This design comes from an exercise in tuning for small area on the open sky130 flow, not from production work. In this exercise RTL edits were held to simulation tests only and were not proved equivalent to the original. No activity file was given, so power comes from the tool's default toggle rates.

===== design/flow/design.v =====
`timescale 1 ns / 1 ns
`default_nettype none
module SPI_cont(
    input  wire       CLK,
    input  wire       RST,
    input  wire       TICK,
    input  wire       W_STB,
    input  wire       LD,
    input  wire [7:0] LD_DATA,
    input  wire       POSTREQ,
    input  wire       HOLD,
    output wire       IDLE,
    output wire       POST,
    output wire       R_STB,
    output reg  [7:0] Q,
    output reg        MOSI,
    input  wire       MISO,
    output wire       SCLK
);
reg INT_SCLK;
reg recv;
reg [2:0] p;
wire first = !recv & p[1] & p[0];
assign R_STB = !recv & p[1] & !p[0];
assign POST  = !recv & !p[1] & p[0];
assign IDLE  = !recv & !p[1] & !p[0];
wire neg = (recv | first) & TICK & INT_SCLK & !W_STB;
wire pos = recv & TICK & !INT_SCLK;
assign SCLK = INT_SCLK & recv;
always @(posedge CLK) INT_SCLK <= W_STB | (INT_SCLK ^ TICK);
always @(posedge CLK or posedge RST)
if (RST) begin
  recv <= 0;
  p <= 3'd4;
  MOSI <= 1;
end else begin
  if (W_STB) p <= 3'd7;
  else if (neg) p <= p - 3'd1;
  else if (R_STB | POST) p <= {2'b10, R_STB ? POSTREQ : HOLD};
  if (neg) begin
    if (recv & (p == 3'd7)) begin
      recv <= 0;
      MOSI <= 1;
    end else begin
      recv <= 1;
      MOSI <= Q[7];
    end
  end
end
always @(posedge CLK)
  if (LD) Q <= LD_DATA;
  else if (pos) Q <= {Q[6:0], MISO};
endmodule
`timescale 1 ns / 1 ns
`default_nettype none
module card_driver
#(
  parameter ADDR_WIDTH=32,
  parameter LEN_WIDTH=24
  )
(
    input  wire CLK,
    input  wire RST,
    input  wire        WR_STB,
    input  wire [ADDR_WIDTH-1:0] WR_ADDR,
    input  wire [LEN_WIDTH-1:0] WR_LENGTH,
    output wire        WR_ACK,
    input  wire        WD_STB,
    input  wire  [7:0] WD_DATA,
    output wire        WD_ACK,
    input  wire        RD_STB,
    input  wire [ADDR_WIDTH-1:0] RD_ADDR,
    input  wire [LEN_WIDTH-1:0] RD_LENGTH,
    output wire        RD_ACK,
    output reg         RES_STB,
    output wire        RES_DEBUG,
    output wire  [7:0] RES_DATA,
    input  wire        RES_BUSY,
    output wire MOSI,
    input  wire MISO,
    output wire SCLK,
    output reg  CS
);
localparam [6:0]
  S0 = 7'd4,
  S1 = 7'd5,
  S2 = 7'd6,
  S3 = 7'd7,
  S4 = 7'd8,
  S5 = 7'd9,
  S6 = 7'd10,
  S7 = 7'd11,
  S8 = 7'd12,
  S9 = 7'd13,
  S10 = 7'd14,
  S11 = 7'd15,
  S12 = 7'd16,
  S13 = 7'd17,
  S14 = 7'd18,
  S15 = 7'd19,
  S16 = 7'd20,
  S17 = 7'd21,
  S18 = 7'd22,
  S20 = 7'd23,
  S21 = 7'd24,
  S23 = 7'd25,
  S24 = 7'd26,
  S25 = 7'd27,
  S26 = 7'd28,
  S27 = 7'd29,
  S28 = 7'd30,
  S29 = 7'd31,
  S31 = 7'd32,
  S33 = 7'd33,
  S35 = 7'd34,
  S37 = 7'd35,
  S39 = 7'd36,
  S40 = 7'd37,
  S42 = 7'd38,
  S43 = 7'd39,
  S44 = 7'd40,
  S45 = 7'd41,
  S46 = 7'd42,
  S47 = 7'd43,
  S48 = 7'd44,
  S51 = 7'd45,
  S52 = 7'd46,
  S53 = 7'd47,
  S54 = 7'd48,
  S55 = 7'd49,
  S56 = 7'd50,
  S57 = 7'd51,
  S58 = 7'd52,
  S60 = 7'd53,
  S61 = 7'd54,
  S62 = 7'd55,
  S63 = 7'd56,
  S64 = 7'd57,
  S65 = 7'd58,
  S66 = 7'd59,
  S67 = 7'd60,
  S68 = 7'd61,
  S70 = 7'd62,
  S71 = 7'd63,
  S72 = 7'd64,
  S80 = 7'd65,
  S81 = 7'd66,
  S82 = 7'd67,
  S110 = 7'd68,
  S111 = 7'd69,
  S112 = 7'd70,
  S113 = 7'd71,
  S114 = 7'd72,
  S115 = 7'd73,
  S116 = 7'd74,
  S117 = 7'd75,
  S119 = 7'd76,
  S124 = 7'd77,
  S125 = 7'd78,
  S131 = 7'd79,
  S132 = 7'd80,
  S133 = 7'd81,
  S135 = 7'd82,
  S136 = 7'd83,
  S137 = 7'd84,
  S138 = 7'd85,
  S140 = 7'd86,
  S145 = 7'd87,
  S146 = 7'd88,
  S147 = 7'd89,
  S149 = 7'd90,
  S150 = 7'd91,
  S151 = 7'd92,
  S152 = 7'd93,
  S158 = 7'd94,
  S159 = 7'd95,
  S160 = 7'd96,
  S162 = 7'd97,
  S163 = 7'd98,
  S164 = 7'd99,
  S165 = 7'd100,
  S166 = 7'd101,
  S167 = 7'd102,
  S168 = 7'd103,
  S171 = 7'd104,
  S172 = 7'd105,
  S183 = 7'd106,
  S185 = 7'd107,
  S186 = 7'd108,
  S193 = 7'd109,
  S194 = 7'd110,
  S195 = 7'd111,
  S196 = 7'd112,
  S197 = 7'd113,
  S198 = 7'd114,
  S199 = 7'd115,
  S200 = 7'd116,
  S202 = 7'd117,
  S203 = 7'd118,
  S204 = 7'd119,
  S205 = 7'd120;
reg [6:0] pc;
reg [8:0] cnt;              
reg [LEN_WIDTH-1:0] len;    
reg W_STB;
wire TICK = pc[6] | (&len[7:0]);
wire R_STB, POST, IDLE;
wire [7:0] Q;
wire IS_00 = Q == 8'h00;
wire IS_01 = Q == 8'h01;
wire IS_AA = Q == 8'hAA;
wire IS_FF = Q == 8'hFF;
wire neg   = cnt[8];
reg adv, jmp, xfer, rep, csn, ldc, lett, noreload, wdack, postreq, hold;
reg [6:0] T;
reg [7:0] txb;
reg cnt_dec, cnt_ld;
reg [8:0] cnt_val;
reg lendec, len_ldw, len_ldr;
always @* begin
  adv = 0; jmp = 0; T = S72; xfer = 0; rep = 0; csn = 0; ldc = 0; lett = 0; noreload = 0; wdack = 0;
  postreq = 0; hold = 0; txb = 8'hFF; cnt_dec = 0; cnt_ld = 0; cnt_val = 9'd15;
  lendec = 0; len_ldw = 0; len_ldr = 0;
  case (pc)
  S0: begin csn = 1; adv = !RES_BUSY; end
  S1: begin csn = 1; cnt_ld = 1; cnt_val = 15; adv = 1; ldc = 1; lett = 1; txb = "S"; end
  S2: begin csn = 1; xfer = 1; adv = R_STB; end
  S3: begin csn = 1; xfer = 1; adv = R_STB; end
  S4: begin csn = 1; xfer = 1; adv = R_STB; end
  S5: begin csn = 1; xfer = 1; adv = R_STB; end
  S6: begin csn = 1; xfer = 1; adv = R_STB; end
  S7: begin csn = 1; xfer = 1; adv = R_STB; end
  S8: begin csn = 1; xfer = 1; adv = R_STB; end
  S9: begin csn = 1; xfer = 1; adv = R_STB; end
  S10: begin csn = 1; xfer = 1; adv = R_STB; end
  S11: begin csn = 1; xfer = 1; adv = R_STB; end
  S12: begin xfer = 1; txb = 8'h40; adv = R_STB; end
  S13: begin xfer = 1; txb = 8'h00; adv = R_STB; end
  S14: begin xfer = 1; txb = 8'h00; adv = R_STB; end
  S15: begin xfer = 1; txb = 8'h00; adv = R_STB; end
  S16: begin xfer = 1; txb = 8'h00; adv = R_STB; end
  S17: begin xfer = 1; txb = 8'h95; adv = R_STB; postreq = 1; end
  S18: begin xfer = 1; rep = 1; postreq = 1; adv = POST & IS_01; jmp = POST & !(IS_01) & neg; cnt_dec = POST; T = S0; end
  S20: begin xfer = 1; rep = 1; adv = R_STB; end
  S21: begin cnt_ld = 1; cnt_val = 15; adv = !RES_BUSY; end
  S23: begin xfer = 1; txb = 8'h48; adv = R_STB; end
  S24: begin xfer = 1; txb = 8'h00; adv = R_STB; end
  S25: begin xfer = 1; txb = 8'h00; adv = R_STB; end
  S26: begin xfer = 1; txb = 8'h01; adv = R_STB; end
  S27: begin xfer = 1; txb = 8'hAA; adv = R_STB; end
  S28: begin xfer = 1; txb = 8'h87; adv = R_STB; end
  S29: begin xfer = 1; rep = 1; postreq = 1; adv = POST & IS_01; jmp = POST & !(IS_01) & neg; cnt_dec = POST; T = S21; end
  S31: begin xfer = 1; rep = 1; postreq = 1; adv = POST & IS_00; jmp = POST & !(IS_00) & neg; cnt_dec = POST; T = S21; end
  S33: begin xfer = 1; rep = 1; postreq = 1; adv = POST & IS_00; jmp = POST & !(IS_00) & neg; cnt_dec = POST; T = S21; end
  S35: begin xfer = 1; rep = 1; postreq = 1; adv = POST & IS_01; jmp = POST & !(IS_01) & neg; cnt_dec = POST; T = S21; end
  S37: begin xfer = 1; rep = 1; postreq = 1; adv = POST & IS_AA; jmp = POST & !(IS_AA) & neg; cnt_dec = POST; T = S21; end
  S39: begin csn = 1; xfer = 1; rep = 1; adv = R_STB; end
  S40: begin cnt_ld = 1; cnt_val = 5; adv = !RES_BUSY; end
  S42: begin xfer = 1; txb = 8'h77; adv = R_STB; end
  S43: begin xfer = 1; txb = 8'h00; adv = R_STB; end
  S44: begin xfer = 1; txb = 8'h00; adv = R_STB; end
  S45: begin xfer = 1; txb = 8'h00; adv = R_STB; end
  S46: begin xfer = 1; txb = 8'h00; adv = R_STB; end
  S47: begin xfer = 1; adv = R_STB; end
  S48: begin xfer = 1; rep = 1; postreq = 1; adv = POST & IS_01; jmp = POST & !(IS_01) & neg; cnt_dec = POST; T = S40; hold = RES_BUSY & !(IS_01) & !neg; end
  S51: begin xfer = 1; rep = 1; adv = R_STB; end
  S52: begin xfer = 1; txb = 8'h69; adv = R_STB; end
  S53: begin xfer = 1; txb = 8'h40; adv = R_STB; end
  S54: begin xfer = 1; txb = 8'h00; adv = R_STB; end
  S55: begin xfer = 1; txb = 8'h00; adv = R_STB; end
  S56: begin xfer = 1; txb = 8'h00; adv = R_STB; end
  S57: begin xfer = 1; adv = R_STB; end
  S58: begin xfer = 1; rep = 1; postreq = 1; adv = POST & IS_00; jmp = POST & !(IS_00) & neg; cnt_dec = POST; T = S40; hold = RES_BUSY & !(IS_00) & !neg; end
  S60: begin csn = 1; xfer = 1; rep = 1; adv = R_STB; end
  S61: begin cnt_ld = 1; cnt_val = 5; adv = !RES_BUSY; end
  S62: begin xfer = 1; txb = 8'h7B; adv = R_STB; end
  S63: begin xfer = 1; txb = 8'h00; adv = R_STB; end
  S64: begin xfer = 1; txb = 8'h00; adv = R_STB; end
  S65: begin xfer = 1; txb = 8'h00; adv = R_STB; end
  S66: begin xfer = 1; txb = 8'h00; adv = R_STB; end
  S67: begin xfer = 1; txb = 8'h00; adv = R_STB; end
  S68: begin xfer = 1; rep = 1; postreq = 1; adv = POST & IS_00; jmp = POST & !(IS_00) & neg; cnt_dec = POST; T = S61; end
  S70: begin xfer = 1; rep = 1; adv = R_STB; end
  S71: begin csn = 1; adv = TICK; end
  S72: begin csn = 1; adv = WR_STB; jmp = RD_STB; T = S158; end
  S80: begin adv = 1; ldc = 1; lett = 1; txb = "z"; end
  S81: begin cnt_ld = 1; cnt_val = 15; adv = !RES_BUSY; len_ldw = 1; end
  S82: begin xfer = 1; postreq = 1; adv = POST & IS_FF; end
  S110: begin cnt_ld = 1; cnt_val = 15; adv = !RES_BUSY; end
  S111: begin xfer = 1; txb = 8'h59; adv = R_STB; end
  S112: begin xfer = 1; txb = WR_ADDR[31:24]; adv = R_STB; end
  S113: begin xfer = 1; txb = WR_ADDR[23:16]; adv = R_STB; end
  S114: begin xfer = 1; txb = WR_ADDR[15:8]; adv = R_STB; end
  S115: begin xfer = 1; txb = WR_ADDR[7:0]; adv = R_STB; end
  S116: begin xfer = 1; lendec = 1; adv = R_STB; end
  S117: begin xfer = 1; rep = 1; postreq = 1; adv = POST & IS_00; jmp = POST & !(IS_00) & neg; cnt_dec = POST; T = S81; end
  S119: begin xfer = 1; rep = 1; adv = R_STB; end
  S124: begin xfer = 1; rep = 1; adv = R_STB; end
  S125: begin cnt_ld = 1; cnt_val = 511; xfer = 1; rep = 1; postreq = 1; adv = POST & IS_FF; end
  S131: begin xfer = 1; txb = 8'hFC; rep = 1; adv = R_STB; end
  S132: begin adv = WD_STB; ldc = 1; txb = WD_DATA; wdack = WD_STB; end
  S133: begin xfer = 1; noreload = 1; postreq = 1; adv = POST & ~|cnt; jmp = POST & !(~|cnt); T = S132; cnt_dec = POST; end
  S135: begin xfer = 1; rep = 1; adv = R_STB; end
  S136: begin xfer = 1; rep = 1; adv = R_STB; end
  S137: begin xfer = 1; rep = 1; adv = R_STB; end
  S138: begin xfer = 1; rep = 1; lendec = 1; postreq = 1; adv = POST & len[LEN_WIDTH-1]; jmp = POST & !(len[LEN_WIDTH-1]); T = S125; end
  S140: begin xfer = 1; postreq = 1; adv = POST & IS_FF; end
  S145: begin xfer = 1; txb = 8'hFD; rep = 1; adv = R_STB; end
  S146: begin cnt_ld = 1; cnt_val = 15; xfer = 1; rep = 1; adv = R_STB; end
  S147: begin xfer = 1; rep = 1; postreq = 1; adv = POST & IS_00; jmp = POST & !(IS_00) & neg; cnt_dec = POST; T = S146; end
  S149: begin xfer = 1; rep = 1; adv = R_STB; end
  S150: begin csn = 1; adv = 1; end
  S151: begin csn = 1; adv = 1; ldc = 1; lett = 1; txb = "Z"; end
  S152: begin csn = 1; jmp = 1; T = S72; end
  S158: begin adv = 1; ldc = 1; lett = 1; txb = "o"; end
  S159: begin cnt_ld = 1; cnt_val = 15; adv = !RES_BUSY; len_ldr = 1; end
  S160: begin xfer = 1; postreq = 1; adv = POST & IS_FF; end
  S162: begin xfer = 1; txb = 8'h52; lendec = 1; adv = R_STB; end
  S163: begin xfer = 1; txb = RD_ADDR[31:24]; adv = R_STB; end
  S164: begin xfer = 1; txb = RD_ADDR[23:16]; adv = R_STB; end
  S165: begin xfer = 1; txb = RD_ADDR[15:8]; adv = R_STB; end
  S166: begin xfer = 1; txb = RD_ADDR[7:0]; adv = R_STB; end
  S167: begin xfer = 1; adv = R_STB; end
  S168: begin xfer = 1; rep = 1; postreq = 1; adv = POST & !Q[7]; jmp = POST & !(!Q[7]) & neg; cnt_dec = POST; T = S159; end
  S171: begin cnt_ld = 1; cnt_val = 511; adv = 1; ldc = 1; lett = 1; txb = "#"; end
  S172: begin xfer = 1; postreq = 1; adv = POST & !IS_FF; end
  S183: begin xfer = 1; rep = 1; postreq = 1; adv = POST & ~|cnt; cnt_dec = POST; end
  S185: begin xfer = 1; rep = 1; lendec = 1; adv = R_STB; end
  S186: begin xfer = 1; rep = 1; postreq = 1; adv = POST & len[LEN_WIDTH-1]; jmp = POST & !(len[LEN_WIDTH-1]); T = S171; end
  S193: begin cnt_ld = 1; cnt_val = 15; adv = !RES_BUSY; end
  S194: begin xfer = 1; txb = 8'h4C; adv = R_STB; end
  S195: begin xfer = 1; txb = 8'h00; adv = R_STB; end
  S196: begin xfer = 1; txb = 8'h00; adv = R_STB; end
  S197: begin xfer = 1; txb = 8'h00; adv = R_STB; end
  S198: begin xfer = 1; txb = 8'h00; adv = R_STB; end
  S199: begin xfer = 1; adv = R_STB; end
  S200: begin xfer = 1; rep = 1; postreq = 1; adv = POST & !Q[7]; jmp = POST & !(!Q[7]) & neg; cnt_dec = POST; T = S193; end
  S202: begin xfer = 1; adv = R_STB; end
  S203: begin csn = 1; adv = 1; end
  S204: begin csn = 1; adv = 1; ldc = 1; lett = 1; txb = "O"; end
  S205: begin csn = 1; jmp = 1; T = S72; end
  default: ;
  endcase
end
assign WR_ACK = pc == S152;
assign RD_ACK = pc == S205;
assign RES_DEBUG = pc != S183;
assign WD_ACK = (pc == S133) & IDLE & !W_STB;
assign RES_DATA = Q;
always @(posedge CLK or posedge RST)
if (RST) begin
  pc <= S0;
  CS <= 1;
  RES_STB <= 0;
end else begin
  if (adv) pc <= pc + 7'd1;
  else if (jmp) pc <= T;
  CS <= csn;
  RES_STB <= (rep & R_STB) | lett;
end
wire [LEN_WIDTH-1:0] LENGTH = (WR_LENGTH & {LEN_WIDTH{WR_STB}}) | (RD_LENGTH & {LEN_WIDTH{RD_STB}});
always @(posedge CLK) W_STB <= xfer & IDLE;
always @(posedge CLK or posedge RST)
if (RST) len[7:0] <= 8'hFE;
else if (len_ldw | len_ldr) len[7:0] <= LENGTH[7:0];
else if ((lendec & R_STB) | !pc[6]) len[7:0] <= len[7:0] - 8'd1;
always @(posedge CLK)
if (len_ldw | len_ldr) len[LEN_WIDTH-1:8] <= LENGTH[LEN_WIDTH-1:8];
else if ((lendec & R_STB) | !pc[6]) len[LEN_WIDTH-1:8] <= len[LEN_WIDTH-1:8] - {{(LEN_WIDTH-9){1'b0}}, ~|len[7:0]};
always @(posedge CLK)
if (cnt_ld) cnt <= cnt_val;
else if (cnt_dec) cnt <= cnt - 9'd1;
SPI_cont SPI(
  .CLK(CLK),
  .RST(RST),
  .TICK(TICK),
  .W_STB(W_STB),
  .LD(ldc | (W_STB & !noreload)),
  .LD_DATA(txb),
  .POSTREQ(postreq),
  .HOLD(hold),
  .IDLE(IDLE),
  .POST(POST),
  .R_STB(R_STB),
  .Q(Q),
  .MOSI(MOSI),
  .MISO(MISO),
  .SCLK(SCLK)
);
endmodule

===== design/flow/flow/run.sh =====
#!/bin/bash
# Layout flow: the standard flow (standard.sh), with these changes:
#  - synthesis maps the logic with flow/abc_area.script (the same Yosys steps
#    and registers as the standard synthesis; only ABC's mapping script differs)
#  - port buffers are sky130_fd_sc_hd__buf_1 cells
#  - clock tree: small clock buffers and no dummy loads
# Each step's full output goes to a log file in this folder.
set -euo pipefail
W=$PWD
rm -rf "$W/scripts_alt"
cp -r "$FLOW_HOME/scripts" "$W/scripts_alt"
cp "$W/flow/abc_area.script" "$W/scripts_alt/abc_area.script"
bash standard.sh "SCRIPTS_DIR=$W/scripts_alt" synth > "$W/run_synth.log" 2>&1
bash standard.sh \
  "BUFFER_PORTS_ARGS=-buffer_cell sky130_fd_sc_hd__buf_1" \
  "CTS_ARGS=-sink_clustering_enable -repair_clock_nets -dont_use_dummy_load -root_buf sky130_fd_sc_hd__clkbuf_8 -buf_list sky130_fd_sc_hd__clkbuf_4" \
  finish > "$W/run_finish.log" 2>&1

===== design/flow/flow/abc_area.script =====
strash; dch -f; amap; strash; dch -f; amap; strash; dch -f; amap; strash; dch -f; amap; strash; dch -f; amap

===== design/flow/standard.sh =====
#!/bin/bash
# synth_recipe.tcl (not shown) runs the flow's synth.tcl, then flattens the netlist and writes it again
# the make line also repeats each setting of config.mk as NAME=value (left out here)
make -C /OpenROAD-flow-scripts/flow DESIGN_CONFIG=/design/flow/config.mk WORK_HOME=/design/flow/orfs CLKGATE_MAP_FILE= SYNTH_SCRIPT=/design/flow/synth_recipe.tcl "${@:-finish}"

===== design/flow/config.mk =====
export PLATFORM = sky130hd
export DESIGN_NAME = card_driver
export DESIGN_NICKNAME = card_driver
export VERILOG_FILES = /design/flow/design.v
export SDC_FILE = /design/flow/constraint.sdc
export NUM_CORES = 4
export LEC_CHECK = 0
export ABC_AREA = 1
export CAP_MARGIN = 20
export CORE_MARGIN = 2
export CORE_UTILIZATION = 45
export GPL_TIMING_DRIVEN = 0
export SLEW_MARGIN = 20

===== design/flow/constraint.sdc =====
create_clock -name core_clock -period 6.0 [get_ports {CLK}]
set_input_delay 1.2000 -clock core_clock [delete_from_list [all_inputs] [get_ports {CLK}]]
set_output_delay 1.2000 -clock core_clock [all_outputs]
set_load 0.01 [all_outputs]

==> summary.md, run 1 <==
| Metric | Value |
|---|---|
| Post-Place Setup Slack | `1080 ps` |
| # IOs | `between 100 and 150` |
| Worst-margin pin slew | `998 ps` |
| Worst-Skew Late Latency | `350 ps` |
| Max-cap violations | `0` |
| CTS tree | `built` |
| Crit-path max cell delay | `a little over 700 ps` |
| ANT nets after route | `0` |
| Crit path capture type | `flop` |
| Worst VDD drop | `0.000116 V` |
| Minimum clock period | `a little over 5000 ps` |
| Total CTS buffers | `9` |
| Yosys reg bits | `57` |
| HPWL after detailed placement | `approximately 14000 µm` |
| Relative slew slack | `33.2%` |
| GRT Util Overall | `31.6%` |
| FF+latch area | `1600 µm²` |
| Worst hold path type | `reg2reg` |
| Final global-route overflow total | `0` |
| Mapped Cells | `between 600 and 700` |
| # nets final | `about 970` |
| Reg clk slew, reported paths | `approximately 70 ps` |
| CP arrival | `5310 ps` |
| Vias in the first global route | `5643` |
| Post-synth cell types | `44` |
| First-pass GRT wire length | `28700 µm` |
| DRC | `0` |
| Gpl congestion | `1.02` |
| Maximum clock path buffer count | `2` |
| Commonest register cell after synthesis | `edfxtp_1` |
| CTS Hold Bufs | `0` |
| Clock power frac | `36.9%` |
| Synth Warn # | `2` |
| Multi-input logic area | `3050 µm²` |
| Area delta synth->final | `18.5%` |
| Synth async-reset ratio | `38.6%` |
| Count leader, synth | `nor2_1` |
| Critical Path RT | `6220 ps` |
| Status | `timing/DRC/antenna clean` |
| Number of flops mapped to enable cells by yosys | `33` |
| Setup WS post-layout | `between 900 and 1000 ps` |
| Synth top cells by count | `nor2_1 (131), clkinv_1 (78), a21oi_1 (47), nand2_1 (40), o22ai_1 (37)` |
| Power Density | `126 nW/µm²` |
| Fill cells | `approximately 1100` |
| Maximum fanout along the worst path | `19` |
| Port Buffers | `142` |
| Crit path cell chain | `clkinv_1 > nor3_1 > clkinv_1 > nor2_1 > nor2_1 > o21ai_0 > nor3_1 > nor4bb_1 > a2111oi_0 > nor2_1 > a221oi_1 > buf_2 > clkinv_1 > nor3_1 > nor3b_1 > a211oi_1` |
| Post-synth top area share | `20.1%` |
| Resize count post-CTS | `0` |
| Largest net degree at the start of global routing | `29` |
| Core ar. | `10700 µm²` |
| Fin Setup TNS | `0 ps` |
| Die X | `109 µm` |
| Die height | `109 µm` |
| Num rows | `38` |
| Sw Ratio | `22.4%` |
| Final hold slack | `501 ps` |
| WS Path Type | `reg2reg` |
| DR iter-0 viols | `845` |
| Synthesized net count | `806` |
| Ant. Diodes | `0` |
| Slowest cell on crit path | `clkinv_1` |
| Highest clock rate | `197 MHz` |
| Final Hold Fails | `0` |
| CTS H-tree lvls | `3` |
| Starting Density | `45.8%` |
| Critical path launch point type | `flop` |
| Die ar. | `11800 µm²` |
| Final max-slew violation count | `0` |
| Tcrit/Tclk final | `84.8%` |
| Post-Route WL | `18600 µm` |
| Synthesized area | `~4900 µm²` |
| Post-Syn Area per Cell | `7.40 µm²` |
| Post-CTS setup repair buffer count | `0` |
| Busiest grt layer | `met2` |
| Area leader, netlist | `edfxtp_1` |
| Sequential fraction of the synthesis area | `32.4%` |
| Met2 global-route usage | `46.2%` |
| Final setup fails | `0` |
| Max Clock Skew | `29.1 ps` |
| Reg power frac | `56.0%` |
| Routed len/inst | `between 15 and 20 µm` |
| Initial antenna violation count | `0` |
| Dominant cells by area after synthesis | `edfxtp_1 (20%), nor2_1 (10%), clkinv_1 (5.9%), dfstp_2 (5.9%), dfrtp_1 (5.6%)` |
| Internal Power | `572 µW` |
| Switching power | `166 µW` |
| Via count | `between 6000 and 7000` |
| Fraction of layout instances using a drive strength above 1 | `3.52%` |
| Combinational share of power | `7.1%` |
| Root buf cell | `clkbuf_8` |
| Vias per cell | `roughly 6.5` |
| Met1 GRT Util | `45.1%` |
| Grt met3 use | `8.85%` |
| Drt first pass iters | `7` |
| Clock Sinks | `57` |
| Pleak | `0.00188 µW` |
| RSZ-0062 raised after global routing | `no` |
==> final cells by class <==
cell class | instances | area share (%)
well taps | 140 | 3.00
clock buffers | 9 | 2.12
repair buffers | 149 | 10.2
multi-input cells | 531 | 52.3
inverters | 78 | 5.02
flip-flops and latches | 57 | 27.3
==> power groups by stage <==
stage	registers (µW)	logic, µW	clock network (µW)
after global placement	421	49.0	0
after detailed placement	421	50.4	0
after floorplan	421	12.5	0
after CTS	413	50.7	279
after global routing	413	58.1	297
final	413	52.3	272
==> sequential cells by signal, indices dropped and copies added, names as in the netlist <==
signal / flops
CS: 1
RES_STB: 1
SPI.INT_SCLK: 1
SPI.MOSI: 1
SPI.Q: 8
SPI.p: 3
SPI.recv: 1
W_STB: 1
cnt: 9
len: 24
pc: 7
==> per-stage QoR <==
| stage | power [µW] | instances | instance area [µm²] | utilization [%] |
|---|---|---|---|---|
| finish | 738 | 964 | 5840 | 54.3 |
| global placement | 470 | 948 | 5630 | 52.4 |
| detailed placement | 471 | 953 | 5690 | 52.9 |
| floorplan | 433 | 666 | 4930 | - |
| CTS | 743 | 962 | 5810 | 54.1 |
| global route | 768 | 964 | 5840 | 54.3 |
==> layer usage <==
metal	share of wire (%)	up-vias
met1	43	2907
li1	-	2886
met5	0	-
met3	11	54
met2	43	383
met4	2.8	0
==> critical path, delay by kind of cell (launching register included) <==
family | cells | cell delay (ps)
AOI/OAI and AO/OA | 4 | 1200
and+or+nand+nor | 8 | 1880
DFF | 1 | 460
buffers and inverters | 4 | 1430
==> cell families (layout without fill, tap and decap cells) <==
group           Yosys count  after routing  share of synthesized area (%)
simple gates            293            293                           27.7
compound gates          225            225                           30.6
buf+inv                  78            236                           5.94
flops                    57             57                           32.4
fa+ha+maj                13             13                           3.30
==> path summary, 6_finish.rpt <==
path                            slack [ps]  depth (start not counted)                    to            startpoint
worst max register to register         910                         16     pc[3]$_DFFE_PP0P_     pc[5]$_DFFE_PP0P_
max in group asynchronous             4670                          2  SPI.recv$_DFFE_PP0P_                   RST
min in group asynchronous              890                          2     pc[0]$_DFFE_PP0P_                   RST
worst min register to register         500                          1  SPI.INT_SCLK$_DFF_P_  SPI.INT_SCLK$_DFF_P_
worst max-delay path                   910                         16     pc[3]$_DFFE_PP0P_     pc[5]$_DFFE_PP0P_
worst min-delay path                   500                          1  SPI.INT_SCLK$_DFF_P_  SPI.INT_SCLK$_DFF_P_
==> cells in the final DEF (no fill, tap or decap), drive strengths merged, types with 2 or more instances in the layout <==
cell     count
a2111oi      7
a211oi       5
a21oi       47
a221oi       8
a222oi      12
a22o         2
a22oi       34
a31oi       10
a32oi        5
a41oi        2
buf        149
clkbuf       9
clkinv      78
dfrtp       11
dfstp       11
dfxtp        2
edfxtp      33
ha          13
nand2       40
nand3       19
nand4        7
nor2       131
nor3        34
nor4        20
nor4b        5
o211ai       3
o21a         2
o21ai       35
o22a         3
o22ai       37
o32a         3
o32ai        3
or2          6
or3         19
or4          8
==> run 2, diff against run 1 <==
--- a/design/flow/flow/run.sh
+++ b/design/flow/flow/run.sh
@@ -2,3 +2,4 @@
 # Layout flow: the standard flow (standard.sh), with these changes:
-#  - synthesis maps the logic with flow/abc_area.script (the same Yosys steps
+#  - synthesis maps the logic with flow/abc_area.script (ABC deep synthesis, then
+#    area mapping; the same Yosys steps
 #    and registers as the standard synthesis; only ABC's mapping script differs)
@@ -15,3 +16,3 @@
   "BUFFER_PORTS_ARGS=-buffer_cell sky130_fd_sc_hd__buf_1" \
-  "CTS_ARGS=-sink_clustering_enable -repair_clock_nets -dont_use_dummy_load -root_buf sky130_fd_sc_hd__clkbuf_8 -buf_list sky130_fd_sc_hd__clkbuf_4" \
+  "CTS_ARGS=-sink_clustering_enable -repair_clock_nets -dont_use_dummy_load -root_buf sky130_fd_sc_hd__clkbuf_8 -tree_buf sky130_fd_sc_hd__clkbuf_4 -buf_list sky130_fd_sc_hd__clkbuf_4" \
   finish > "$W/run_finish.log" 2>&1
==> design/flow/flow/abc_area.script (replaced) <==
strash; &get -n; &deepsyn -T 60; &put; strash; dch -f; amap; strash; dch -f; amap; strash; dch -f; amap
--- a/design/flow/config.mk
+++ b/design/flow/config.mk
@@ -10,4 +10,5 @@
 export CORE_MARGIN = 2
-export CORE_UTILIZATION = 45
+export CORE_UTILIZATION = 50
 export GPL_TIMING_DRIVEN = 0
+export SETUP_SLACK_MARGIN = 0.2
 export SLEW_MARGIN = 20
==> run 2 against run 1 <==
Sequential share of layout area is 1.8 points higher. Total power is 1.3% lower. Utilization is 5.5 points higher. Final area is 6.2% lower. Global-route usage is 3.1 points higher. Hold slack better by 29 ps. Combinational power is 23% lower. Critical endpoint is now pc[1]$_DFFE_PP0P_. Largest cell class unchanged. Highest routed layer unchanged.
==> summary.md, run 2 <==
| Metric | Value |
|---|---|
| Final Hold Fails | `0` |
| Final instance area | `5480 µm²` |
| Crit path capture type | `flop` |
| # nets final | `907` |
| Fraction of layout instances using a drive strength above 1 | `approximately 3.5%` |
| Met1 GRT Util | `46.8%` |
| Starting Density | `between 50% and 60%` |
| CTS H-tree lvls | `3` |
| HPWL after detailed placement | `13700 µm` |
| Ant. Diodes | `0` |
| Dominant cells by area after synthesis | `edfxtp_1 (21%), nor2_1 (9.0%), clkinv_1 (6.6%), dfstp_2 (6.2%), dfrtp_1 (5.9%)` |
| Sw Ratio | `22.0%` |
| Max Clock Skew | `40.4 ps` |
| Yosys reg bits | `57` |
| Reg clk slew, reported paths | `60 ps` |
| First-pass GRT wire length | `27300 µm` |
| Fin Setup TNS | `0 ps` |
| Most common cell after layout, fill and taps aside | `buf_1` |
| Via count | `~5900` |
| Routed len/inst | `slightly above 20 µm` |
| Max-cap violations | `0` |
| Critical path launch point type | `flop` |
| Total CTS buffers | `9` |
| Vias per cell | `6.72` |
| Critical Path RT | `between 6000 and 7000 ps` |
| Synth Warn # | `2` |
| Internal Power | `between 500 and 600 µW` |
| Multi-input logic area | `2770 µm²` |
| Area leader, netlist | `edfxtp_1` |
| Commonest register cell after synthesis | `edfxtp_1` |
| Vias in the first global route | `around 5300` |
| Synthesized area | `approximately 4700 µm²` |
| Top Registers | `len (24), cnt (9), SPI.Q (8)` |
| R2R depth | `17` |
| Die ar. | `10100 µm²` |
| FF+latch area | `1600 µm²` |
| Root buf cell | `clkbuf_8` |
| Num rows | `35` |
| WS Path Type | `reg2reg` |
| # IOs | `143` |
| Number of flops mapped to enable cells by yosys | `33` |
| Clock power frac | `between 30% and 40%` |
| Most frequent cells in the layout | `buf_1 (142), nor2_1 (112), clkinv_1 (81)` |
| Post-Route WL | `17900 µm` |
| Gpl congestion | `about 0.97` |
| Initial antenna violation count | `0` |
| Max reg flops | `24` |
| Area delta synth->final | `17.8%` |
| Status | `timing/DRC/antenna clean` |
| Worst R2R Start | `pc[4]$_DFFE_PP0P_` |
| Die X | `100 µm` |
| Mapped Cells | `between 600 and 700` |
| Busiest grt layer | `met2` |
| Synth top cells by count | `nor2_1 (112), clkinv_1 (82), nand2_1 (53), o21ai_0 (46)` |
| Fill cells | `887` |
| Setup WS post-layout | `582 ps` |
| Maximum fanout along the worst path | `10` |
| Post-Syn Area per Cell | `7.59 µm²` |
| Sequential fraction of the synthesis area | `34.3%` |
| CP endpoint | `pc[1]$_DFFE_PP0P_` |
| Die height | `between 100 and 150 µm` |
| Count leader, synth | `nor2_1` |
| Drt first pass iters | `17` |
| Reg power frac | `56.9%` |
| Crit path cell chain | `clkinv_1 > nand2_1 > nor2_1 > clkinv_1 > o22ai_1 > a211oi_1 > o211ai_1 > or4_1 > nor4_1 > a21oi_1 > nor4_2 > o21ai_0 > nor2_1 > clkinv_1 > nor2_1 > nor4b_1 > a311oi_1` |
| Placed Area | `5330 µm²` |
| Post-synth cell types | `46` |
| Crit-path max cell delay | `620 ps` |
| Tcrit/Tclk final | `90.3%` |
| Minimum clock period | `5420 ps` |
| Final setup fails | `0` |
| CP arrival | `approximately 5600 ps` |
| Synth async-reset ratio | `38.6%` |
| Synthesized net count | `753` |
| Reg2Reg Setup Slack | `580 ps` |
| Relative slew slack | `33.8%` |
| Worst hold path type | `reg2reg` |
| Clock Sinks | `57` |
| DR iter-0 viols | `a little under 800` |
| Port Buffers | `142` |
| Core ar. | `between 9000 and 10000 µm²` |
| GRT Util Overall | `34.7%` |
| Combinational share of power | `5.5%` |
| Top reg by flops | `len` |
| ANT nets after route | `0` |
| Post-synth top area share | `21.3%` |
| Slowest cell on crit path | `dfrtp_1` |
| Worst VDD drop | `0.0000778 V` |
| DRC | `0` |
| Crit path from | `pc[4]$_DFFE_PP0P_` |
| Worst R2R End | `pc[1]$_DFFE_PP0P_` |
| Final max-slew violation count | `0` |
| CTS tree | `built` |
| Post-Place Setup Slack | `approximately 550 ps` |
| Maximum clock path buffer count | `2` |
| Grt met3 use | `approximately 8.0%` |
| RSZ-0062 raised after global routing | `no` |
| Final global-route overflow total | `0` |
| CTS Hold Bufs | `0` |
| Worst-Skew Late Latency | `350 ps` |
| Highest clock rate | `185 MHz` |
| Met2 global-route usage | `roughly 54%` |
| Largest net degree at the start of global routing | `25` |
| Pleak | `approximately 0.0017 µW` |
| Switching power | `160 µW` |
| Worst-margin pin slew | `986 ps` |
| Power Density | `133 nW/µm²` |
run 2: cell types whose count changed after synthesis, sizes merged, moves of 6 or more:
cell | before | now
nand3 | 19 | 10
o211ai | 3 | 9
o221ai | 1 | 8
nand2 | 40 | 53
nor3 | 34 | 26
o22ai | 37 | 10
nor2 | 131 | 112
a21oi | 47 | 28
o21ai | 35 | 46
run 2: repair_timing:
action                                 in CTS  in global routing
setup buffers                               0                  0
setup endpoints to repair                   0                 17
endpoints found under the hold margin       0                  0
resized for setup                           0                  3
run 2: cell families (layout without fill, tap and decap cells):
group                    count (synthesis)  after routing  synth area share (%)
AO/OA/AOI/OAI                          208            208                  31.1
buffers and inverters                   82            234                  6.62
flip-flops                              57             57                  34.3
AND/OR/NAND/NOR                        253            253                  24.5
adder cells (fa/ha/maj)                 13             13                  3.50
run 2: worst min path at each step:
stage | startpoint | end | depth (start not counted)
2_1_floorplan | W_STB$_DFF_P_ | SPI.p[1]$_DFFE_PP0P_ | 2
3_3_place_gp | SPI.MOSI$_DFFE_PP1P_ | SPI.MOSI$_DFFE_PP1P_ | 1
3_5_place_dp | SPI.MOSI$_DFFE_PP1P_ | SPI.MOSI$_DFFE_PP1P_ | 1
4_1_cts | SPI.MOSI$_DFFE_PP1P_ | SPI.MOSI$_DFFE_PP1P_ | 1
5_1_grt | SPI.MOSI$_DFFE_PP1P_ | SPI.MOSI$_DFFE_PP1P_ | 1
6_report | SPI.MOSI$_DFFE_PP1P_ | SPI.MOSI$_DFFE_PP1P_ | 1
run 2: critical path: cells and delay by family (launching register included):
family	cells	cell delay (ps)
AND/OR/NAND/NOR	8	2470
AO/OA/AOI/OAI	6	1500
buffers and inverters	3	650
flip-flops	1	620
run 2: area by class of cell:
type | instances | share of cell area, %
Multi-Input combinational cell | 474 | 50.6
Sequential cell | 57 | 29.1
Timing Repair Buffer | 142 | 9.73
Inverter | 82 | 5.69
Tap cell | 111 | 2.54
Clock buffer | 9 | 2.26
Timing Repair inverter | 1 | 0.0914
run 2: power groups by stage:
| stage | Combinational (µW) | Clock [µW] | Sequential (µW) |
|---|---|---|---|
| 3_3_place_gp | 37.3 | 0 | 422 |
| 4_1_cts | 39.7 | 277 | 414 |
| 6_report | 40.2 | 274 | 414 |
| 3_5_place_dp | 39.5 | 0 | 422 |
| 2_1_floorplan | 6.37 | 0 | 422 |
| 5_1_grt | 44.3 | 292 | 414 |
run 2: per-stage QoR:
stage	std cells	total power [µW]	hold slack, ps	utilization (%)
2_1_floorplan	613	428	488	-
3_3_place_gp	866	459	520	58.2
3_5_place_dp	866	461	523	58.3
4_1_cts	875	731	530	59.6
5_1_grt	876	751	555	59.8
6_report	876	728	530	59.8
run 2: per-layer routing:
layer,up-vias,share of wire (%)
met5,-,0
met4,0,3.9
met3,79,11
met2,417,44
met1,2737,41
li1,2650,-
==> run 3, diff against run 2 <==
==> design/flow/flow/run.sh (replaced) <==
#!/bin/bash
# Layout flow: the standard flow (standard.sh), with these changes:
#  - synthesis: the same Yosys steps and registers as the standard synthesis,
#    except that adders are left to ABC (no ADDER_MAP_FILE) and ABC maps the
#    logic with flow/abc_area.script (deep synthesis, then area mapping)
#  - port buffers are sky130_fd_sc_hd__buf_1 cells
#  - clock tree: no dummy loads
# Each step's full output goes to a log file in this folder.
set -euo pipefail
W=$PWD
rm -rf "$W/scripts_alt"
cp -r "$FLOW_HOME/scripts" "$W/scripts_alt"
cp "$W/flow/abc_area.script" "$W/scripts_alt/abc_area.script"
bash standard.sh "SCRIPTS_DIR=$W/scripts_alt" "ADDER_MAP_FILE=" synth > "$W/run_synth.log" 2>&1
bash standard.sh \
  "BUFFER_PORTS_ARGS=-buffer_cell sky130_fd_sc_hd__buf_1" \
  "CTS_ARGS=-sink_clustering_enable -repair_clock_nets -dont_use_dummy_load -root_buf sky130_fd_sc_hd__clkbuf_8 -buf_list sky130_fd_sc_hd__clkbuf_4" \
  finish > "$W/run_finish.log" 2>&1
==> design/flow/flow/abc_area.script (replaced) <==
strash; &get -n; &deepsyn -T 60; &put; strash; dch -f; amap; strash; dch -f; amap; strash; dch -f; amap; strash; &get -n; &deepsyn -T 60; &put; strash; dch -f; amap; strash; dch -f; amap; strash; dch -f; amap
==> run 3 against run 2 <==
Register-to-register slack got worse by 80 ps. Critical path depth increased by 5. Clock skew decreased by 5.7 ps. Synthesized cell count shrank 4.9%. Wire length down 3.5%. Sequential power barely moved. Final area decreased by 5.1%. First-iteration DRC count decreased by 9.5%. Final cell count down 3.9%. Maximum frequency down 1.5%. Critical path type unchanged. Critical endpoint is now pc[4]$_DFFE_PP0P_. Largest power group unchanged.
==> summary.md, run 3 <==
| Metric | Value |
|---|---|
| Maximum clock path buffer count | `2` |
| Synth Warn # | `2` |
| Critical Path RT | `6230 ps` |
| Worst hold path type | `reg2reg` |
| Crit-path max cell delay | `a little under 600 ps` |
| Area leader, netlist | `edfxtp_1` |
| Fill cells | `788` |
| Starting Density | `52.2%` |
| Worst R2R End | `pc[4]$_DFFE_PP0P_` |
| Ant. Diodes | `0` |
| Clock Sinks | `57` |
| Total CTS buffers | `9` |
| Highest clock rate | `182 MHz` |
| Drt first pass iters | `6` |
| Max-cap violations | `0` |
| PnR Total Power | `around 730 µW` |
| Commonest register cell after synthesis | `edfxtp_1` |
| Critical path launch point type | `flop` |
| CP arrival | `5730 ps` |
| Number of flops mapped to enable cells by yosys | `33` |
| Crit path cell chain | `clkinv_1 > nand2_1 > nor2_1 > clkinv_1 > nor2_2 > nor2b_1 > nor4_1 > o211ai_1 > nor2_1 > a31o_1 > nand2_1 > nor2_1 > a2111oi_0 > or4b_1 > a31oi_1 > nand2_1 > clkinv_1 > o221ai_1 > nor2_1 > a22oi_1 > nand2_1 > a311oi_1` |
| Final setup fails | `0` |
| Setup WS post-layout | `around 500 ps` |
| R2R depth | `22` |
| CTS H-tree lvls | `3` |
| Worst-margin pin slew | `1010 ps` |
| Final Hold Fails | `0` |
| Slowest cell on crit path | `nor2_1` |
| Post-Route WL | `17200 µm` |
| DRC | `0` |
| Final global-route overflow total | `0` |
| Post-Syn Area per Cell | `7.43 µm²` |
| DR iter-0 viols | `718` |
| Worst-Skew Late Latency | `360 ps` |
| Synth top cells by count | `nor2_1 (105), clkinv_1 (75), o21ai_0 (57), nand2_1 (55), a21oi_1 (46)` |
| Synthesized area | `4330 µm²` |
| Worst VDD drop | `0.0000900 V` |
| Root buf cell | `clkbuf_8` |
| Power Density | `141 nW/µm²` |
| Multi-input logic area | `~2500 µm²` |
| Count leader, synth | `nor2_1` |
| Pleak | `approximately 0.0017 µW` |
| Max Clock Skew | `34.7 ps` |
| Port Buffers | `142` |
| WHS Endpoint | `SPI.INT_SCLK$_DFF_P_` |
| CP bufs+invs | `3` |
| Vias in the first global route | `5299` |
| # IOs | `143` |
| First-pass GRT wire length | `27000 µm` |
| Area delta synth->final | `19.9%` |
| # nets final | `866` |
| Most frequent cells in the layout | `buf_1 (142), nor2_1 (101), clkinv_1 (72)` |
| Relative slew slack | `32.5%` |
| Dominant cells by area after synthesis | `edfxtp_1 (23%), nor2_1 (9.1%), dfstp_2 (6.7%), o21ai_0 (6.6%), clkinv_1 (6.5%)` |
| Final instance area | `5200 µm²` |
| Reg clk slew, reported paths | `80 ps` |
| CTS Hold Bufs | `0` |
| Core ar. | `8300 µm²` |
| Synth async-reset ratio | `38.6%` |
| Via count | `between 5000 and 6000` |
| Die ar. | `9430 µm²` |
| Min-delay src | `SPI.INT_SCLK$_DFF_P_` |
| WS Path Type | `reg2reg` |
| Post-synth cell types | `44` |
| Met1 GRT Util | `47.9%` |
| Worst R2R Start | `pc[5]$_DFFE_PP0P_` |
| Crit path from | `pc[5]$_DFFE_PP0P_` |
| Top Registers | `len (24), cnt (9), SPI.Q (8)` |
| Final max-slew violation count | `0` |
| Initial antenna violation count | `0` |
| Crit path capture type | `flop` |
| Placed Area | `~5000 µm²` |
| Fraction of layout instances using a drive strength above 1 | `5.02%` |
| Final hold slack | `528 ps` |
| FF+latch area | `1600 µm²` |
| Post-Place Setup Slack | `353 ps` |
| Reg2Reg Setup Slack | `500 ps` |
| Top reg by flops | `len` |
| Most common cell after layout, fill and taps aside | `buf_1` |
| Vias per cell | `6.51` |
| Busiest grt layer | `met2` |
| Grt met3 use | `8.27%` |
| Max reg flops | `24` |
| Met2 global-route usage | `57.8%` |
| CTS tree | `built` |
| Die height | `97.1 µm` |
| Routed len/inst | `20.5 µm` |
| GRT Util Overall | `between 30 and 40%` |
| Tcrit/Tclk final | `91.7%` |
| Gpl congestion | `1.02` |
| Post-synth top area share | `22.9%` |
| Status | `timing/DRC/antenna clean` |
| Yosys reg bits | `between 50 and 60` |
| Sequential fraction of the synthesis area | `a little under two fifths` |
| Num rows | `33` |
| Hold Path Depth | `2` |
| Die X | `97.1 µm` |
| HPWL after detailed placement | `13200 µm` |
| RSZ-0062 raised after global routing | `no` |
| Synthesized net count | `710` |
| Cell family with most CP delay | `simple AND/OR/NAND/NOR gates` |
| Maximum fanout along the worst path | `10` |
| Mapped Cells | `slightly below 600` |
| Core Util, Final | `62.6%` |
| ANT nets after route | `0` |
| Minimum clock period | `5500 ps` |
| Largest net degree at the start of global routing | `25` |
run 3: metal layers:
layer / vias up / share of wire (%)
met3: 58 / 11
met1: 2522 / 39
met4: 0 / 3.3
li1: 2503 / -
met2: 402 / 46
met5: - / 0
run 3: cell type report:
| cell class | count | area share [%] |
|---|---|---|
| Sequential cell | 57 | 30.7 |
| Multi-Input combinational cell | 451 | 47.9 |
| Tap cell | 105 | 2.53 |
| Clock buffer | 9 | 2.38 |
| Timing Repair Buffer | 145 | 10.8 |
| Inverter | 75 | 5.56 |
run 3: stage by stage:
stage,TNS [ps],std cells
floorplan,0,583
global route,0,842
detailed placement,0,833
CTS,0,842
global placement,-8610,830
finish,0,842
run 3: worst reg2reg max path, stage by stage, from the launching register on:
cell       delay [ps]
dfrtp_1           540
clkinv_1          260
nand2_1           160
nor2_1            580
clkinv_1          340
nor2_2            470
nor2b_1           150
nor4_1            290
o211ai_1          210
nor2_1            230
a31o_1            160
nand2_1            90
nor2_1            120
a2111oi_0          70
or4b_1            510
a31oi_1           300
nand2_1           190
clkinv_1          120
o221ai_1          130
nor2_1            130
a22oi_1           110
nand2_1           120
a311oi_1           90
run 3: timing repair:
item,CTS,global route
buffers inserted,0,0
setup endpoints to repair,0,6
hold endpoints to repair,0,0
gates resized for setup,0,8
run 3: kinds of logic (layout without fill, tap and decap cells):
group	Yosys count	after routing	synth area share [%]
flip-flops	57	57	36.8
AO/OA/AOI/OAI	223	223	33.9
buffers and inverters	75	229	6.50
AND/OR/NAND/NOR	228	228	22.8
run 3: worst max-delay path by stage:
stage                   endpoint  slack, ps  cells past startpoint
6_report       pc[4]$_DFFE_PP0P_        500                     22
3_3_place_gp   len[22]$_DFFE_PP_       -430                     10
4_1_cts        pc[4]$_DFFE_PP0P_        260                     23
2_1_floorplan  len[23]$_DFFE_PP_       1660                     34
3_5_place_dp   pc[4]$_DFFE_PP0P_        350                     23
5_1_grt        pc[4]$_DFFE_PP0P_        210                     21
run 3: power by group:
group	leakage (µW)	internal [µW]	switching (µW)
Clock	0.0000647	133	147
Sequential	0.000633	413	0.530
Combinational	0.00101	20.5	17.3
==> run 4, diff against run 3 <==
--- a/design/flow/design.v
+++ b/design/flow/design.v
@@ -6,4 +6,5 @@
     input  wire       TICK,
-    input  wire       W_STB,
+    input  wire       XFER,
     input  wire       LD,
+    input  wire       NORELOAD,
     input  wire [7:0] LD_DATA,
@@ -22,7 +23,10 @@
 reg [2:0] p;
-wire first = !recv & p[1] & p[0];
-assign R_STB = !recv & p[1] & !p[0];
-assign POST  = !recv & !p[1] & p[0];
-assign IDLE  = !recv & !p[1] & !p[0];
-wire neg = (recv | first) & TICK & INT_SCLK & !W_STB;
+wire W_STB = !recv & !p[2] & p[1];
+wire first = !recv & (p == 3'd7);
+assign R_STB = !recv & (p == 3'd6);
+assign POST  = !recv & (p == 3'd5);
+assign IDLE  = !recv & (p == 3'd4);
+wire w1 = !recv & (p == 3'd3);
+wire w2 = !recv & (p == 3'd2);
+wire neg = (recv | first) & TICK & INT_SCLK;
 wire pos = recv & TICK & !INT_SCLK;
@@ -36,4 +40,4 @@
 end else begin
-  if (W_STB) p <= 3'd7;
-  else if (neg) p <= p - 3'd1;
+  if (w2) p <= 3'd7;
+  else if (neg | w1 | (IDLE & XFER)) p <= p - 3'd1;
   else if (R_STB | POST) p <= {2'b10, R_STB ? POSTREQ : HOLD};
@@ -50,3 +54,3 @@
 always @(posedge CLK)
-  if (LD) Q <= LD_DATA;
+  if (LD | (W_STB & !NORELOAD)) Q <= LD_DATA;
   else if (pos) Q <= {Q[6:0], MISO};
@@ -204,3 +208,2 @@
 reg [LEN_WIDTH-1:0] len;    
-reg W_STB;
 wire TICK = pc[6] | (&len[7:0]);
@@ -347,3 +350,3 @@
 assign RES_DEBUG = pc != S183;
-assign WD_ACK = (pc == S133) & IDLE & !W_STB;
+assign WD_ACK = (pc == S133) & IDLE;
 assign RES_DATA = Q;
@@ -361,3 +364,2 @@
 wire [LEN_WIDTH-1:0] LENGTH = (WR_LENGTH & {LEN_WIDTH{WR_STB}}) | (RD_LENGTH & {LEN_WIDTH{RD_STB}});
-always @(posedge CLK) W_STB <= xfer & IDLE;
 always @(posedge CLK or posedge RST)
@@ -376,4 +378,5 @@
   .TICK(TICK),
-  .W_STB(W_STB),
-  .LD(ldc | (W_STB & !noreload)),
+  .XFER(xfer),
+  .LD(ldc),
+  .NORELOAD(noreload),
   .LD_DATA(txb),
==> run 4 against run 3 <==
Utilization fell by 0.25 points. Non-clock buffer count rose by 1. Still clean. Clock power fell by 31%. Critical path type unchanged. Register-to-register slack got worse by 210 ps. Synthesized cell count fell by 1.4%.
==> summary.md, run 4 <==
| Metric | Value |
|---|---|
| Worst-Skew Late Latency | `320 ps` |
| WS Path Type | `reg2reg` |
| Synth async-reset ratio | `between 30% and 40%` |
| Die ar. | `9290 µm²` |
| # IOs | `around 140` |
| Final setup fails | `0` |
| Post-synthesis xor/xnor area fraction | `0%` |
| Maximum clock path buffer count | `2` |
| Placed Area | `4940 µm²` |
| Final hold slack | `532 ps` |
| Post-Syn Area per Cell | `about 7.4 µm²` |
| Mux contribution to synthesized area | `0%` |
| Reg clk slew, reported paths | `110 ps` |
| Synth Warn # | `2` |
| CTS Hold Bufs | `0` |
| Worst VDD drop | `0.000155 V` |
| Num rows | `33` |
| Top reg by flops | `len` |
| Power Density | `336 nW/µm²` |
| Core Util, Final | `62.4%` |
| Vias in the first global route | `4909` |
| Crit path from | `pc[5]$_DFFE_PP0P_` |
| Root buf cell | `clkbuf_8` |
| Synth top cells by count | `nor2_1 (97), clkinv_1 (69), nand2_1 (58), a21oi_1 (57), o21ai_0 (57)` |
| Highest clock rate | `175 MHz` |
| Final Hold Fails | `0` |
| Die X | `~96 µm` |
| Levels on crit path | `20` |
| Maximum fanout along the worst path | `15` |
| Top Registers | `len (24), cnt (9), SPI.Q (8)` |
| Status | `timing/DRC/antenna clean` |
| Largest net degree at the start of global routing | `24` |
| Fill cells | `between 700 and 800` |
| Die height | `96.4 µm` |
| Max reg flops | `24` |
| Slowest cell on crit path | `dfrtp_1` |
| Worst R2R End | `SPI.Q[2]$_DFFE_PP_` |
| Adder-cell share of the synthesized area | `0%` |
| Post-Place Setup Slack | `-1340 ps` |
| Ant. Diodes | `0` |
| Most common cell after layout, fill and taps aside | `buf_1` |
| Worst hold path type | `reg2reg` |
| Synthesized area | `4270 µm²` |
| R2R depth | `20` |
| # nets final | `855` |
| Relative slew slack | `31.5%` |
| Initial antenna violation count | `0` |
| Minimum clock period | `5710 ps` |
| Cell family with most CP delay | `compound AO/OA/AOI/OAI gates` |
| Routed len/inst | `about 20 µm` |
| Synth Area in Compound Gates | `33.7%` |
| Number of flops mapped to enable cells by yosys | `33` |
| Count leader, synth | `nor2_1` |
| Combinational family with the most area after synthesis | `compound AO/OA/AOI/OAI gates` |
| Crit-path max cell delay | `550 ps` |
| Vias per cell | `6.43` |
| Total CTS buffers | `5` |
| CTS tree | `built` |
| CP arrival | `approximately 5800 ps` |
| CP endpoint | `SPI.Q[2]$_DFFE_PP_` |
| Area leader, netlist | `edfxtp_1` |
| Worst R2R Start | `pc[5]$_DFFE_PP0P_` |
| Area share of and/or/nand/nor cells after synthesis | `23.3%` |
| Worst-margin pin slew | `1020 ps` |
| Area delta synth->final | `20.7%` |
| Critical Path RT | `6070 ps` |
| Clock Sinks | `between 50 and 60` |
| HPWL after detailed placement | `12900 µm` |
| GRT Util Overall | `around 36%` |
| Non-filler cells, final | `831` |
| Crit path cell chain | `clkinv_2 > nand2_1 > nor2_1 > clkinv_1 > o32ai_2 > a211oi_1 > o21a_1 > nor3_1 > o211ai_1 > nor2b_2 > clkinv_1 > o21ai_2 > o21ai_0 > nand3b_1 > o21ai_0 > nor2_1 > o21ai_0 > a221oi_1 > o2111ai_1 > o21a_1` |
| Min-delay src | `len[4]$_DFFE_PP1P_` |
| First-pass GRT wire length | `25100 µm` |
| Sequential fraction of the synthesis area | `36.9%` |
| CP bufs+invs | `3` |
| Post-Route WL | `16700 µm` |
| Most frequent cells in the layout | `buf_1 (142), nor2_1 (86), clkinv_1 (60)` |
| Pleak | `0.00167 µW` |
| Setup WS post-layout | `approximately 290 ps` |
| Port Buffers | `142` |
| Post-synth top area share | `23.2%` |
| Dominant cells by area after synthesis | `edfxtp_1 (23%), nor2_1 (8.5%), dfstp_2 (6.8%), a21oi_1 (6.7%), o21ai_0 (6.7%)` |
| Commonest register cell after synthesis | `edfxtp_1` |
| Max Clock Skew | `roughly 34 ps` |
| Mapped Cells | `about 580` |
| Reg2Reg Setup Slack | `between 200 and 300 ps` |
| Most frequent CP cell | `o21ai_0` |
| DR iter-0 viols | `592` |
| CTS H-tree lvls | `2` |
| ANT nets after route | `0` |
| Final max-slew violation count | `0` |
| Placed Cells | `822` |
| RSZ-0062 raised after global routing | `no` |
| Drt first pass iters | `5` |
| Crit path capture type | `flop` |
| Final instance area | `approximately 5000 µm²` |
| Via count | `around 5300` |
| DRC | `0` |
| Final global-route overflow total | `0` |
| Critical path launch point type | `flop` |
| Synthesized net count | `702` |
| Max-cap violations | `0` |
| Core ar. | `8260 µm²` |
| Fraction of layout instances using a drive strength above 1 | `6.75%` |
| Tcrit/Tclk final | `between 90 and 100%` |
| Yosys reg bits | `between 50 and 60` |
| Gpl congestion | `a little over 1` |
| Post-synth cell types | `45` |
| Starting Density | `51.7%` |
## run 4: cell types whose count changed after synthesis, moves of 3 or more
cell	before	now
a21oi_1	46	57
nor2_1	105	97
clkinv_1	75	69
o22ai_1	8	2
a221oi_1	9	4
a41oi_1	5	1
nor3_1	27	31
o211ai_1	2	6
o22a_1	5	1
o32a_1	0	4
nand2_1	55	58
nor2b_1	3	6
o21bai_1	3	0
## run 4: worst min-delay path by stage
| stage | cells past startpoint | end |
|---|---|---|
| 6_report | 2 | len[4]$_DFFE_PP1P_ |
| 5_1_grt | 1 | SPI.MOSI$_DFFE_PP1P_ |
| 4_1_cts | 2 | len[4]$_DFFE_PP1P_ |
| 3_5_place_dp | 2 | len[4]$_DFFE_PP1P_ |
| 3_3_place_gp | 2 | len[4]$_DFFE_PP1P_ |
| 2_1_floorplan | 2 | len[4]$_DFFE_PP1P_ |
## run 4: layout make-up
| cell class | count | area, µm² | share of cell area, % |
|---|---|---|---|
| flip-flops and latches | 56 | 1580 | 30.7 |
| well taps | 105 | 131 | 2.55 |
| repair buffers | 146 | 563 | 10.9 |
| multi-input cells | 450 | 2520 | 49.0 |
| clock buffers | 5 | 68.8 | 1.34 |
| inverters | 69 | 283 | 5.49 |
## run 4: worst reg2reg max path, stage by stage (launching register included)
cell and delay, ps:
dfrtp_1 550, clkinv_2 310, nand2_1 200, nor2_1 500
clkinv_1 300, o32ai_2 310, a211oi_1 140, o21a_1 140
nor3_1 310, o211ai_1 280, nor2b_2 220, clkinv_1 130
o21ai_2 270, o21ai_0 290, nand3b_1 170, o21ai_0 220
nor2_1 260, o21ai_0 170, a221oi_1 290, o2111ai_1 240
o21a_1 180
## run 4: metal layers
| layer | GRT usage (%) | wire length [µm] | share of wire (%) |
|---|---|---|---|
| met5 | 0 | 0 | 0 |
| met4 | 12.9 | 528 | 3.2 |
| met1 | 48.5 | 6690 | 40 |
| met3 | 9.54 | 1840 | 11 |
| met2 | 55.3 | 7670 | 46 |
## run 4: stage by stage
stage	total power (µW)	TNS (ps)
2_1_floorplan	1080	0
5_1_grt	1800	0
3_5_place_dp	1410	-11920
4_1_cts	1640	0
3_3_place_gp	1420	-10910
6_report	1730	0
## run 4: cell families (layout without fill, tap and decap cells)
logic type / after synthesis / count (layout)
flops: 56 / 56
compound gates: 222 / 222
simple gates: 228 / 228
buf+inv: 69 / 220
## run 4: where the power goes
| part | total (µW) | internal, µW | switching (µW) |
|---|---|---|---|
| clock network | 194 | 75.8 | 119 |
| registers | 590 | 482 | 108 |
| logic | 943 | 273 | 670 |
| total | 1730 | 831 | 897 |
## run 4: what timing repair did
action,4_1_cts,5_1_grt
gates resized for setup,24,14
pin swaps,1,1
endpoints found under the setup margin,16,12
setup buffers,1,3

-- afterwards: timing with drivers on the ports --
The flow's constraints put no driver on any port. The routed layouts listed below were extracted and timed again, unchanged, in two steps. Step 1 assumes that a clkbuf_16 drives the clock port and a buf_2 every other input. Step 2, shift: input delay + t, output delay - t, t = (earliest + latest rising clock arrival at the registers) / 2. This alone moves slack from input paths to output paths. a / b / c = no drivers / after step 1 / after step 2; a / b = the first two.
run | shift t [ns] | setup slack, ns | hold slack, ns | latest minus earliest clock arrival (ns) | worst slew at a driven data input, ns
run 1 | 0.376 | 0.911 / 0.911 / 0.911 | 0.501 / 0.501 / 0.501 | 0.030 / 0.030 | 0.05
run 2 | 0.360 | 0.582 / 0.582 / 0.582 | 0.530 / 0.530 / 0.530 | 0.040 / 0.040 | 0.04
run 3 | 0.367 | 0.499 / 0.499 / 0.499 | 0.528 / 0.528 / 0.528 | 0.035 / 0.035 | 0.04
run 4 | 0.342 | 0.294 / 0.294 / 0.294 | 0.532 / 0.532 / 0.532 | 0.035 / 0.035 | 0.04
After both steps every run listed still meets setup and hold.
